Context: an optimization exercise on an open-source flow, tuned for small area, a short achievable clock period and few clock cycles per item. The choices shown serve that exercise and are no tape-out recipe. RTL that was checked went through simulation tests only; none was proved equivalent to the original. Power and IR drop assume default switching activity.

## alu
module alu(
	output reg[15:0] data_out,
	output reg       valid_out,
	output reg       cmd_out,
	input [15:0]     data_in,
	input            valid_in,
	input            cmd_in,
	output reg       amm_read,
	output reg[7:0]  amm_address,
	input [7:0]      amm_readdata,
	input            amm_waitrequest,
	input [1:0]      amm_response,
	input clk,
	input rst_n
	);
Size: about 2500 cells after synthesis, about 600 flip-flops, ~58 I/O pins.
make LEC_CHECK=0 ABC_CLOCK_PERIOD_IN_PS=1800 CAP_MARGIN=20 CORE_MARGIN=2 CORE_UTILIZATION=40 SETUP_SLACK_MARGIN=3.0 SLEW_MARGIN=20 finish   # period 5.0 ns
run.sh (not shown) runs the stock make flow with config.mk's settings and CLKGATE_MAP_FILE= SYNTH_SCRIPT=/design/flow/synth_recipe.tcl, a recipe that flattens the netlist after the stock synthesis.
Then changed:
--- a/flow/design.v
+++ b/flow/design.v
@@ -18,14 +18,15 @@
 	reg        rx;                   
 	reg        last;                 
 	reg [5:0]  rem;                  
 	reg        idx0, idx1;           
 	reg [3:0]  op;
 	reg        ee;                   
 	reg        err;                  
+	reg        dly;                  
 	reg        b_v;                  
 	reg        b_mem;                
 	reg        b_iss;                
 	reg        b_i1;                 
 	reg [7:0]  b_val;
 	reg [7:0]  stk [0:D-1];
 	reg [5:0]  cnt;
@@ -33,15 +34,15 @@
 	reg        infl_i1;              
 	reg        rd_v;                 
 	reg        rd_i1;
 	reg [7:0]  rd_q;
 	reg [8:0]  bsum;                 
 	reg [11:0] acc;
 	reg [7:0]  s1;
-	wire hdr_in  = !busy && !(valid_out && cmd_out) && valid_in && cmd_in;
+	wire hdr_in  = !busy && !dly && !(valid_out && cmd_out) && valid_in && cmd_in;
 	wire beat_in = busy && rx && valid_in;
 	wire [3:0] h_op = data_in[11:8];
 	wire [5:0] h_n  = data_in[5:0];
 	wire h_ee = (h_n == 6'd0) || (h_op >= 4'd10) ||
 	            (h_op[3:2] == 2'b01 && h_n != 6'd1) ||
 	            (h_op[3:1] == 3'b100 && h_n != 6'd2);
 	wire done_rd  = amm_read && !amm_waitrequest;
@@ -56,14 +57,15 @@
 	wire src_e     = !push && head_ok;
 	wire src_d     = !push && !head_ok && new_mem;
 	wire issue     = can_iss && (src_b || src_e || src_d);
 	wire waiting   = push || head_ok || new_mem;
 	wire reads_done = err_n || (!(amm_read && amm_waitrequest) && !waiting);
 	wire beats_done = !rx || (last && valid_in);
 	wire respond    = busy && beats_done && reads_done;
+	wire hdr_go     = (respond && !o_add) || dly;
 	wire [7:0] vb  = b_v  ? b_val : 8'h00;
 	wire [7:0] vr  = rd_v ? rd_q  : 8'h00;
 	wire [7:0] vb0 = (b_v  && !b_i1)  ? b_val : 8'h00;
 	wire [7:0] vr0 = (rd_v && !rd_i1) ? rd_q  : 8'h00;
 	wire [7:0] vb1 = (b_v  && b_i1)   ? b_val : 8'h00;
 	wire [7:0] vr1 = (rd_v && rd_i1)  ? rd_q  : 8'h00;
 	wire [7:0] ab  = b_v  ? b_val : 8'hff;
@@ -122,15 +124,15 @@
 		end
 	end
 	wire [11:0] u_inc = {3'h0, u_all1[7] & u0[7], u0 ^ u_all1};
 	wire [11:0] u_dec = {{4{!(u_any1[7] | u0[7])}}, u0 ^ ~u_any1};
 	wire [7:0]  u_neg = u0 ^ u_any1;
 	wire [7:0]  u_shr = a0 >> s1_n;
 	wire [7:0]  u_shl = a0 << s1_n;
-	wire [11:0] res = ({12{o_add}} & sum) |
+	wire [11:0] res = ({12{o_add}} & acc) |
 	                  {4'h0, ({8{o_and}} & a_and) | ({8{o_or}} & a_or) | ({8{o_xor}} & a_xor) |
 	                         ({8{o_not}} & ~u0) | ({8{o_neg}} & u_neg) |
 	                         ({8{o_shr}} & u_shr) | ({8{o_shl}} & u_shl)} |
 	                  ({12{o_inc}} & u_inc) | ({12{o_dec}} & u_dec);
 	integer k;
 	always @(posedge clk) begin
 		if (push) begin
@@ -169,14 +171,15 @@
 			pop       <= 1'b0;
 			rd_v      <= 1'b0;
 			acc       <= 12'd0;
 			s1        <= 8'd0;
 			amm_read  <= 1'b0;
 			valid_out <= 1'b0;
 			cmd_out   <= 1'b0;
+			dly       <= 1'b0;
 		end
 		else begin
 			if (hdr_in) begin
 				busy <= 1'b1;
 				rx   <= (h_n != 6'd0);
 				last <= (h_n == 6'd1);
 				rem  <= h_n;
@@ -204,12 +207,13 @@
 			b_mem <= new_mem;
 			b_iss <= issue && src_d;
 			cnt <= err ? 6'd0 : cnt + {5'd0, push} - {5'd0, pop};
 			pop <= issue && !src_d;
 			amm_read <= (amm_read && amm_waitrequest) || issue;
 			rd_v     <= done_rd;
 			if (respond) busy <= 1'b0;
-			valid_out <= respond || (valid_out && cmd_out);
-			cmd_out   <= respond;
+			dly       <= respond && o_add;
+			valid_out <= hdr_go || (valid_out && cmd_out);
+			cmd_out   <= hdr_go;
 		end
 	end
 endmodule
After rerunning:
- non-clock buffer count is higher by 44
- die area grows by 1.0%
- via count rises by 1.2%
- sequential power is about the same
- global-route usage goes up by 0.31 points
- area after synthesis is higher by 1.0%
- power climbs by 3.4%
- clock skew is higher by 0.0034 ns
- synthesized cell count rose by 0.33%
- maximum frequency is higher by 3.2%
- clock power came out higher by 9.1%
- cell area increases by 3.1%
Testbench counts after the change, summed over its fixed seeds: cycles 33,362, items 2,000.
The RTL of the first run of this note was laid out without a check of its function.

## re-timing with driven ports
The results above use ideal ports. As a check the final layouts listed here were re-extracted and re-timed, cells and wires unchanged. Step 1 sets driving cells, clkbuf_16 on the clock port and buf_2 on the other inputs (assumed; they add their load-dependent delay and slew). Step 2 also shifts input and output timing later by t, the mid clock arrival at the registers, as if the neighbouring blocks saw the same clock. Three values: no drivers, after step 1, after step 2; two values: the first two.
| run | t (ns) | slack for setup (ns) | worst hold slack (ns) | latest minus earliest clock arrival (ns) | worst slew at a driven data input, ns |
|---|---|---|---|---|---|
| the first run | 0.655 | 2.212 / 2.232 / 1.577 | 0.338 / 0.338 / 0.338 | 0.021 / 0.021 | 0.06 |
| the second run | 0.651 | 2.298 / 2.307 / 1.656 | 0.357 / 0.357 / 0.357 | 0.024 / 0.024 | 0.06 |
After both steps setup and hold are still met in every run listed. The setup slack of the second run, which loses most, moves by +0.009 ns with the drivers and by -0.642 ns with both steps.
